Background: an optimization exercise with open tools, aiming at small area, a short achievable clock period and few clock cycles per item. Do not read the settings as production practice.
Only simulation tests tie the RTL to the original design; equivalence was not proved.
No activity file was given, so power comes from the tool's default toggle rates.

==> run a: inputs <==
// pow5_pipelined_valid
module pow5_pipelined_valid
#(
  parameter DATA_WIDTH = 8
)
(
  input  logic                      clk_i,
  input  logic                      rst_i,
  input  logic [DATA_WIDTH-1:0]     pow_data_i,
  input  logic                      data_valid_i,
  output logic [(5*DATA_WIDTH)-1:0] pow_data_o,
  output logic                      data_valid_o
);
Settings: LEC_CHECK=0, CAP_MARGIN=20, CORE_MARGIN=2, CORE_UTILIZATION=20, PLACE_DENSITY=0.3, SETUP_SLACK_MARGIN=3.0, SLEW_MARGIN=20; clock period 5.5 ns.
standard.sh (not shown) runs the stock make flow with config.mk's settings and CLKGATE_MAP_FILE= SYNTH_SCRIPT=/design/flow/synth_recipe.tcl, a recipe that flattens the netlist after the stock synthesis.
==> flow/flow/run.sh <==
#!/bin/bash
# Own flow: the standard synthesis, then the combinational logic re-mapped by abc
# with an area-recovering script (flip-flops untouched), then the standard layout
# with plain buf_1 cells as the port buffers.
set -euo pipefail
R=orfs/results/${FLOW_PLATFORM}/pow5_pipelined_valid/base
bash standard.sh synth > log_synth_standard.log 2>&1
cp $R/1_2_yosys.v standard_1_2_yosys.v
ABC_SCRIPT=$(cat flow/abc_script.txt)
bash flow/remap.sh standard_1_2_yosys.v remapped.v "$ABC_SCRIPT" > log_remap_yosys.log 2>&1
cp remapped.v $R/1_2_yosys.v
rm -f $R/1_synth.odb $R/1_synth.sdc
bash standard.sh "BUFFER_PORTS_ARGS=-buffer_cell sky130_fd_sc_hd__buf_1" finish > log_layout.log 2>&1
==> flow/flow/abc_script.txt <==
strash;dch;map -a;mfs2;strash;dch;map -a;topo;buffer -c;upsize -D 1500;dnsize -D 1500
==> flow/flow/cellmodels.py <==
#!/usr/bin/env python3
"""Write Verilog models (one assign per output) of the combinational cells of a Liberty
file. usage: cellmodels.py LIB > models.v"""
import re, sys
txt = open(sys.argv[1]).read()
# split into cells
out = []
for m in re.finditer(r'\n\s*cell\s*\(\s*"?(\w+)"?\s*\)\s*\{', txt):
    name = m.group(1)
    start = m.end(); depth = 1; i = start
    while depth:
        c = txt[i]
        if c == '{': depth += 1
        elif c == '}': depth -= 1
        i += 1
    body = txt[start:i]
    if re.search(r'\b(ff|latch|statetable)\s*\(', body):
        continue
    pins = {}
    for pm in re.finditer(r'\bpin\s*\(\s*"?(\w+)"?\s*\)\s*\{', body):
        s = pm.end(); d = 1; j = s
        while d:
            if body[j] == '{': d += 1
            elif body[j] == '}': d -= 1
            j += 1
        pb = body[s:j]
        dm = re.search(r'direction\s*:\s*"?(\w+)"?', pb)
        fm = re.search(r'\bfunction\s*:\s*"([^"]*)"', pb)
        pins[pm.group(1)] = (dm.group(1) if dm else None, fm.group(1) if fm else None)
    outs = [p for p, (d, f) in pins.items() if d == 'output' and f]
    ins = [p for p, (d, f) in pins.items() if d == 'input']
    if not outs or any(d == 'output' and not f for p, (d, f) in pins.items()):
        continue
    def conv(f):
        f = f.replace('!', '~')
        toks = re.findall(r'\w+|[~&|^()*+]', f)
        r, prev = [], False
        for t in toks:
            if t == '*': t = '&'
            if t == '+': t = '|'
            opn = t in '(~' or re.match(r'\w', t)
            if prev and opn: r.append('&')
            r.append(t)
            prev = bool(re.match(r'\w', t)) or t == ')'
        return ' '.join(r)
    out.append(f"module {name} ({', '.join(ins + outs)});")
    for p in ins: out.append(f"  input {p};")
    for p in outs: out.append(f"  output {p};")
    for p in outs: out.append(f"  assign {p} = {conv(pins[p][1])};")
    out.append("endmodule")
print("\n".join(out))
==> flow/flow/remap.sh <==
#!/bin/bash
# remap.sh IN.v OUT.v ABC_SCRIPT : re-map the combinational logic of the standard synthesis
# netlist with another abc script; every flip-flop instance (name, cell, connections) is kept.
set -euo pipefail
IN=$1; OUT=$2; SCR=$3
D=$(cd "$(dirname "$0")" && pwd)
YOSYS=$(command -v yosys || echo /OpenROAD-flow-scripts/tools/install/yosys/bin/yosys)
PLAT=${FLOW_HOME:-/OpenROAD-flow-scripts/flow}/platforms/sky130hd
LIB=$PLAT/lib/sky130_fd_sc_hd__tt_025C_1v80.lib
echo "$SCR" | tr ';' '\n' > remap_abc.script
DU=""
for c in $(grep -o "sky130_fd_sc_hd__lpflow\w*\|sky130_fd_sc_hd__probe\w*" $PLAT/config.mk | sort -u); do DU="$DU -dont_use $c"; done
python3 $D/cellmodels.py $LIB > remap_models.v
$YOSYS -p "read_verilog remap_models.v; read_liberty -lib -ignore_redef $LIB; read_verilog $IN; hierarchy -top $FLOW_TOP; flatten; techmap; opt -fast; opt_clean -purge; stat; abc -script remap_abc.script -liberty $LIB $DU; opt_clean -purge; splitnets; opt_clean -purge; hilomap -singleton -hicell sky130_fd_sc_hd__conb_1 HI -locell sky130_fd_sc_hd__conb_1 LO; insbuf -buf sky130_fd_sc_hd__buf_4 A X; stat -liberty $LIB; write_verilog -noattr -nohex -nodec $OUT"
==> run b: changes against run a <==
- SETUP_SLACK_MARGIN: 3.0 -> 2.8
==> run c: changes against run a <==
==> flow/run.sh (new file) <==
#!/bin/bash
# synth_recipe.tcl (not shown) runs the flow's synth.tcl, then flattens the netlist and writes it again
# the make line also repeats each setting of config.mk as NAME=value (left out here)
make -C /OpenROAD-flow-scripts/flow DESIGN_CONFIG=/design/flow/config.mk WORK_HOME=/design/flow/orfs CLKGATE_MAP_FILE= SYNTH_SCRIPT=/design/flow/synth_recipe.tcl finish
- SETUP_SLACK_MARGIN: 3.0 -> 3.4
removed: flow/flow/run.sh
removed: flow/flow/abc_script.txt
removed: flow/flow/cellmodels.py
removed: flow/flow/remap.sh
removed: flow/standard.sh
==> qor summary <==
Outcome: run a complete, no violations; run c complete, no violations; run b complete, no violations
Number of rows created at floorplan: run a 67; run c 73; run b 67
Path length in cells of the critical path: run a 8; run c 9; run b 12
Master of the slowest instance on the critical path: run a sky130_fd_sc_hd__dfxtp_1; run c sky130_fd_sc_hd__a31oi_1; run b sky130_fd_sc_hd__dfxtp_4
Buffer count from post-CTS setup fixing: run a 54; run c 88; run b 22
Destination of the critical timing path: run a pow_ff[26]$_DFF_P_; run c pow_ff[13]$_DFF_P_; run b pow_ff[25]$_DFF_P_
Uppermost layer routed: run a met5; run c met4; run b met5
Routed length on met3: run a 14300 um; run c 13300 um; run b 14000 um
First-pass iteration count of the detailed router: run a 8; run c 8; run b 14
Reported sequential group power: run a 0.000593 W; run c 0.000597 W; run b 0.000599 W
Final cell count without fillers: run a 1864; run c 1911; run b 1825
Met2 wire len: run a 32600 um; run c 34700 um; run b 32000 um
Final instance area: run a 0.0105 sq mm; run c 0.0134 sq mm; run b 0.00971 sq mm
Fraction of area in registers: run a 13.8%; run c 11.0%; run b 14.8%
Worst clock skew on the final layout: run a 0.0190 ns; run c 0.0205 ns; run b 0.0159 ns
Utilization after layout: run a 31.2%; run c 33.7%; run b 28.8%
Vias in the first global route: run a 12100; run c 12500; run b 11800
Combinational cell power: run a 0.00124 W; run c 0.00150 W; run b 0.00115 W
Later-pin clock latency in the skew report: run a 0.40 ns; run c 0.41 ns; run b 0.40 ns
#MultiIn Comb: run a 924; run c 973; run b 924
Period utilization: run a 48.7%; run c 44.6%; run b 51.9%
Required time of the critical path: run a 5.76 ns; run c 5.79 ns; run b 5.78 ns
Placed cells: run a 1743; run c 1733; run b 1743
Headroom to the max-slew limit: run a 35.9%; run c 39.0%; run b 22.4%
Met1 WL: run a 30100 um; run c 32700 um; run b 29700 um
Vertical die dimension: run a 189 um; run c 204 um; run b 189 um
Number of cells on the worst reg-to-reg path: run a 8; run c 9; run b 12
Testbench counts of run a, summed over its fixed seeds: cycles 16,008, items 16,000.
Testbench counts of run b, summed over its fixed seeds: cycles 16,008, items 16,000.
Testbench counts of run c, summed over its fixed seeds: cycles 16,008, items 16,000.

---

==> job 6068 <==
Another version of the RTL of pow5_pipelined_valid (not shown whole).
==> flow/design.v (excerpt) <==
module pow5_pipelined_valid
#(
  parameter DATA_WIDTH = 8
)
(
  input  logic                      clk_i,
  input  logic                      rst_i,
  input  logic [DATA_WIDTH-1:0]     pow_data_i,
  input  logic                      data_valid_i,
  output logic [(5*DATA_WIDTH)-1:0] pow_data_o,
  output logic                      data_valid_o
);
Settings: LEC_CHECK=0, ABC_AREA=1, CAP_MARGIN=20, CORE_MARGIN=2, CORE_UTILIZATION=20, GPL_TIMING_DRIVEN=0, PLACE_DENSITY=0.3, SETUP_SLACK_MARGIN=3.2, SLEW_MARGIN=20; clock period 5.5 ns.
run.sh (not shown) runs the stock make flow with config.mk's settings and CLKGATE_MAP_FILE= SYNTH_SCRIPT=/design/flow/synth_recipe.tcl, a recipe that flattens the netlist after the stock synthesis.
Stock flow here: none of the scripts above is used.
==> job 1734 (differences from job 6068) <==
CORE_UTILIZATION = 25   (was 20)
GPL_TIMING_DRIVEN = unset   (was 0)
PLACE_DENSITY = 0.4   (was 0.3)
==> job 449 (differences from job 6068) <==
CAP_MARGIN = 0   (was 20)
GPL_TIMING_DRIVEN = unset   (was 0)
SLEW_MARGIN = 0   (was 20)
==> job 5457 (differences from job 6068) <==
==> flow/flow/run.sh (new file) <==
#!/bin/bash
# Own flow: the standard flow (standard synthesis and layout) with one change:
# the port buffers are plain sky130_fd_sc_hd__buf_1 cells.
set -euo pipefail
bash standard.sh "BUFFER_PORTS_ARGS=-buffer_cell sky130_fd_sc_hd__buf_1" finish > log_standard_flow.log 2>&1
==> flow/standard.sh (new file) <==
#!/bin/bash
# synth_recipe.tcl (not shown) runs the flow's synth.tcl, then flattens the netlist and writes it again
# the make line also repeats each setting of config.mk as NAME=value (left out here)
make -C /OpenROAD-flow-scripts/flow DESIGN_CONFIG=/design/flow/config.mk WORK_HOME=/design/flow/orfs CLKGATE_MAP_FILE= SYNTH_SCRIPT=/design/flow/synth_recipe.tcl "${@:-finish}"
ABC_AREA = unset   (was 1)
CTS_BUF_LIST = sky130_fd_sc_hd__clkbuf_8   (was unset)
GPL_TIMING_DRIVEN = unset   (was 0)
removed: flow/run.sh
==> run notes <==
Peak fanout along the critical path: job 1734 8; job 449 17; job 6068 7; job 5457 10
Levels on crit path: job 1734 7; job 449 9; job 6068 9; job 5457 6
Power Sequential: job 1734 543 µW; job 449 533 µW; job 6068 521 µW; job 5457 541 µW
Non-clock inverter count in the final layout: job 1734 116; job 449 116; job 6068 116; job 5457 23
Worst max-slew margin expressed relative to the limit: job 1734 0.204; job 449 0.339; job 6068 0.203; job 5457 0.396
CORE AREA: job 1734 29500 µm²; job 449 36600 µm²; job 6068 36600 µm²; job 5457 39800 µm²
Via density per instance: job 1734 7.07; job 449 6.54; job 6068 6.68; job 5457 7.21
Portion of total power attributed to sequential cells: job 1734 0.234; job 449 0.222; job 6068 0.211; job 5457 0.240
Non-clock buffer instance count of the final layout: job 1734 124; job 449 152; job 6068 163; job 5457 197
Adder-cell share of the synthesized area: job 1734 0.00337; job 449 0.00337; job 6068 0.00337; job 5457 0.00433
Pin count of the biggest net entering global routing: job 1734 43; job 449 57; job 6068 13; job 5457 55
HPWL after detailed placement: job 1734 54.9 mm; job 449 62.2 mm; job 6068 70.3 mm; job 5457 55.6 mm
Power Combinational: job 1734 1.12 mW; job 449 1.21 mW; job 6068 1.28 mW; job 5457 1.23 mW
Met3 WL: job 1734 14.4 mm; job 449 13.1 mm; job 6068 15.4 mm; job 5457 13.1 mm
Area overhead of the layout relative to synthesis: job 1734 26.6%; job 449 35.9%; job 6068 35.2%; job 5457 32.7%
Distinct cells, synth: job 1734 39; job 449 39; job 6068 39; job 5457 90
Reg area: job 1734 1290 µm²; job 449 1290 µm²; job 6068 1260 µm²; job 5457 1290 µm²
Synthesized area per cell: job 1734 5.21 µm²; job 449 5.21 µm²; job 6068 5.21 µm²; job 5457 6.51 µm²
Vert. Die Dim: job 1734 176 µm; job 449 197 µm; job 6068 197 µm; job 5457 205 µm
Share of cell area taken by multi-input logic gates: job 1734 0.606; job 449 0.584; job 6068 0.598; job 5457 0.630
Post-synthesis simple-gate area fraction: job 1734 0.551; job 449 0.551; job 6068 0.551; job 5457 0.291
Met1 wire length: job 1734 27.0 mm; job 449 31.7 mm; job 6068 33.7 mm; job 5457 31.6 mm
Number of DRC markers after the initial detailed-route iteration: job 1734 3133; job 449 2584; job 6068 2863; job 5457 2363
Worst hold slack: job 1734 354 ps; job 449 360 ps; job 6068 363 ps; job 5457 363 ps
Total number of nets in the final design: job 1734 1502; job 449 1530; job 6068 1541; job 5457 1318
Status: job 1734 no timing/DRC/antenna violations; job 449 no timing/DRC/antenna violations; job 6068 no timing/DRC/antenna violations; job 5457 no timing/DRC/antenna violations
Testbench counts of job 6068, summed over its fixed seeds: cycles 16,008, items 16,000.
Testbench counts of job 1734, summed over its fixed seeds: cycles 16,008, items 16,000.
Testbench counts of job 449, summed over its fixed seeds: cycles 16,008, items 16,000.
Testbench counts of job 5457, summed over its fixed seeds: cycles 16,008, items 16,000.

---

==> build 81 <==
pow5_pipelined_valid with an RTL version that a note above also has.
// pow5_pipelined_valid
module pow5_pipelined_valid
#(
  parameter DATA_WIDTH = 8
)
(
  input  logic                      clk_i,
  input  logic                      rst_i,
  input  logic [DATA_WIDTH-1:0]     pow_data_i,
  input  logic                      data_valid_i,
  output logic [(5*DATA_WIDTH)-1:0] pow_data_o,
  output logic                      data_valid_o
);
clock: 5.5 ns
lec_check: 0
cap_margin: 20
core_margin: 2
core_utilization: 20
place_density: 0.3
setup_slack_margin: 3.0
slew_margin: 20
Stock flow here: none of the scripts above is used.
==> trial 70 (differences from build 81) <==
--- a/flow/config.mk
+++ b/flow/config.mk
@@ -9,5 +9,4 @@
 export CORE_MARGIN = 2
-export CORE_UTILIZATION = 20
-export PLACE_DENSITY = 0.3
-export SETUP_SLACK_MARGIN = 3.0
+export CORE_UTILIZATION = 30
+export PLACE_DENSITY = 0.45
 export SLEW_MARGIN = 20
==> qor summary <==
| quantity | build 81 | trial 70 |
|---|---|---|
| Clock group power | 659 uW | 685 uW |
| Worst reg2reg path startpoint | u_pow5.rq[3] | u_pow5.rq[19] |
| Critical path capture point | pow_ff[22] | pow_ff[32] |
| P&R area growth vs syn | 29.55% | 13.31% |
| Routed length on met2 | 31.29 mm | 26.45 mm |
| Sequential share of power | 24.4% | 26.6% |
| Fraction of power consumed by combinational cells | 48.8% | 44.3% |
| Power spent charging and discharging nets | 1.190 mW | 1.144 mW |
| Run status | finished clean | finished clean |
| Filler cell count | 4520 | 2972 |
| Combinational Power | 1.20 mW | 1.04 mW |
| Non-filler instance count after layout | 1778 | 1539 |
| Maximum number of pins on one net before global-route repair | 54 | 84 |
Testbench counts of build 81, summed over its fixed seeds: cycles 16,008, items 16,000.
Testbench counts of trial 70, summed over its fixed seeds: cycles 16,008, items 16,000.

---

==> run C <==
Another version of the RTL of pow5_pipelined_valid (not shown whole).
Settings: LEC_CHECK=0, ABC_AREA=1, CAP_MARGIN=20, CORE_MARGIN=2, CORE_UTILIZATION=25, PLACE_DENSITY=0.4, SETUP_SLACK_MARGIN=3.2, SLEW_MARGIN=20; clock period 5.5 ns.
==> run G (differences from run C) <==
Settings changed: CORE_UTILIZATION 25 to 20, PLACE_DENSITY 0.4 to 0.3.
==> comparison <==
Clock power: run C is lower than run G (6.5%). Of run C and run G, run C has the higher critical path depth (gap 2). Of run C and run G, run G has the higher fmax (gap about 0.22%, measured against run G). Non-clock buffer count: run C is lower than run G (5). Worst hold slack: run G is lower than run C (0.0042 ns).
==> figures <==
quantity	run C	run G
Run status	no timing/DRC/antenna violations	no timing/DRC/antenna violations
Proportion of layout cells with a drive suffix above 1	16.9%	18.3%
Clock group total power	0.375 mW	0.401 mW
Max-Slew Margin vs Limit	46.1%	47.4%
Switching power share of the total	53.9%	55.1%
Setup Buffers After CTS	12	25
Placeable Area	28700 sq um	35700 sq um
Hold slack final	0.364 ns	0.360 ns
Met1 track utilization from global routing	56.5%	51.9%
# fillers	3376	4289
Termination of the worst setup path	pow_ff[27]$_DFF_P_	pow_ff[10]$_DFF_P_
Testbench counts of run C, summed over its fixed seeds: cycles 16,008, items 16,000.
Testbench counts of run G, summed over its fixed seeds: cycles 16,008, items 16,000.

re-timing with driven ports:
Ports are ideal in the flow. The routed layouts listed here were re-timed in OpenROAD. Step 1: set_driving_cell puts a clkbuf_16 on clk_i and a buf_2 on each other input, an assumption about the parent block. Step 2 moves the port delays by t, midway between the first and last clock arrival at a register: inputs arrive t later, outputs are due t later. That takes back most of the time a late clock gives input paths. Slacks: ideal ports / drivers / drivers and shift; pairs: ideal ports / drivers.
run	t, ns	setup WS [ns]	hold WS [ns]	worst setup path at the end	slew at the worst register clock pin (ns)
run a of note 1	0.447	2.819 / 2.819 / 2.819	0.352 / 0.352 / 0.352	register to register	0.09 / 0.09
run b of note 1	0.448	2.643 / 2.643 / 2.643	0.355 / 0.355 / 0.355	register to register	0.09 / 0.09
run c of note 1	0.462	3.046 / 3.046 / 3.046	0.351 / 0.351 / 0.351	register to register	0.08 / 0.08
job 6068	0.459	3.031 / 3.031 / 3.031	0.363 / 0.363 / 0.363	register to register	0.08 / 0.08
job 1734	0.448	2.861 / 2.861 / 2.861	0.354 / 0.354 / 0.354	register to register	0.08 / 0.08
job 449	0.445	3.020 / 3.020 / 3.020	0.360 / 0.360 / 0.360	register to register	0.09 / 0.09
job 5457	0.526	3.054 / 3.054 / 3.054	0.363 / 0.363 / 0.363	register to register	0.10 / 0.10
build 81	0.442	2.880 / 2.880 / 2.880	0.352 / 0.352 / 0.352	register to register	0.08 / 0.08
trial 70	0.421	1.678 / 1.678 / 1.678	0.354 / 0.354 / 0.354	register to register	0.09 / 0.09
run C of note 4	0.381	3.054 / 3.054 / 3.054	0.364 / 0.364 / 0.364	register to register	0.09 / 0.09
run G of note 4	0.409	3.059 / 3.059 / 3.059	0.360 / 0.360 / 0.360	register to register	0.09 / 0.09
After both steps every run listed still meets setup and hold.
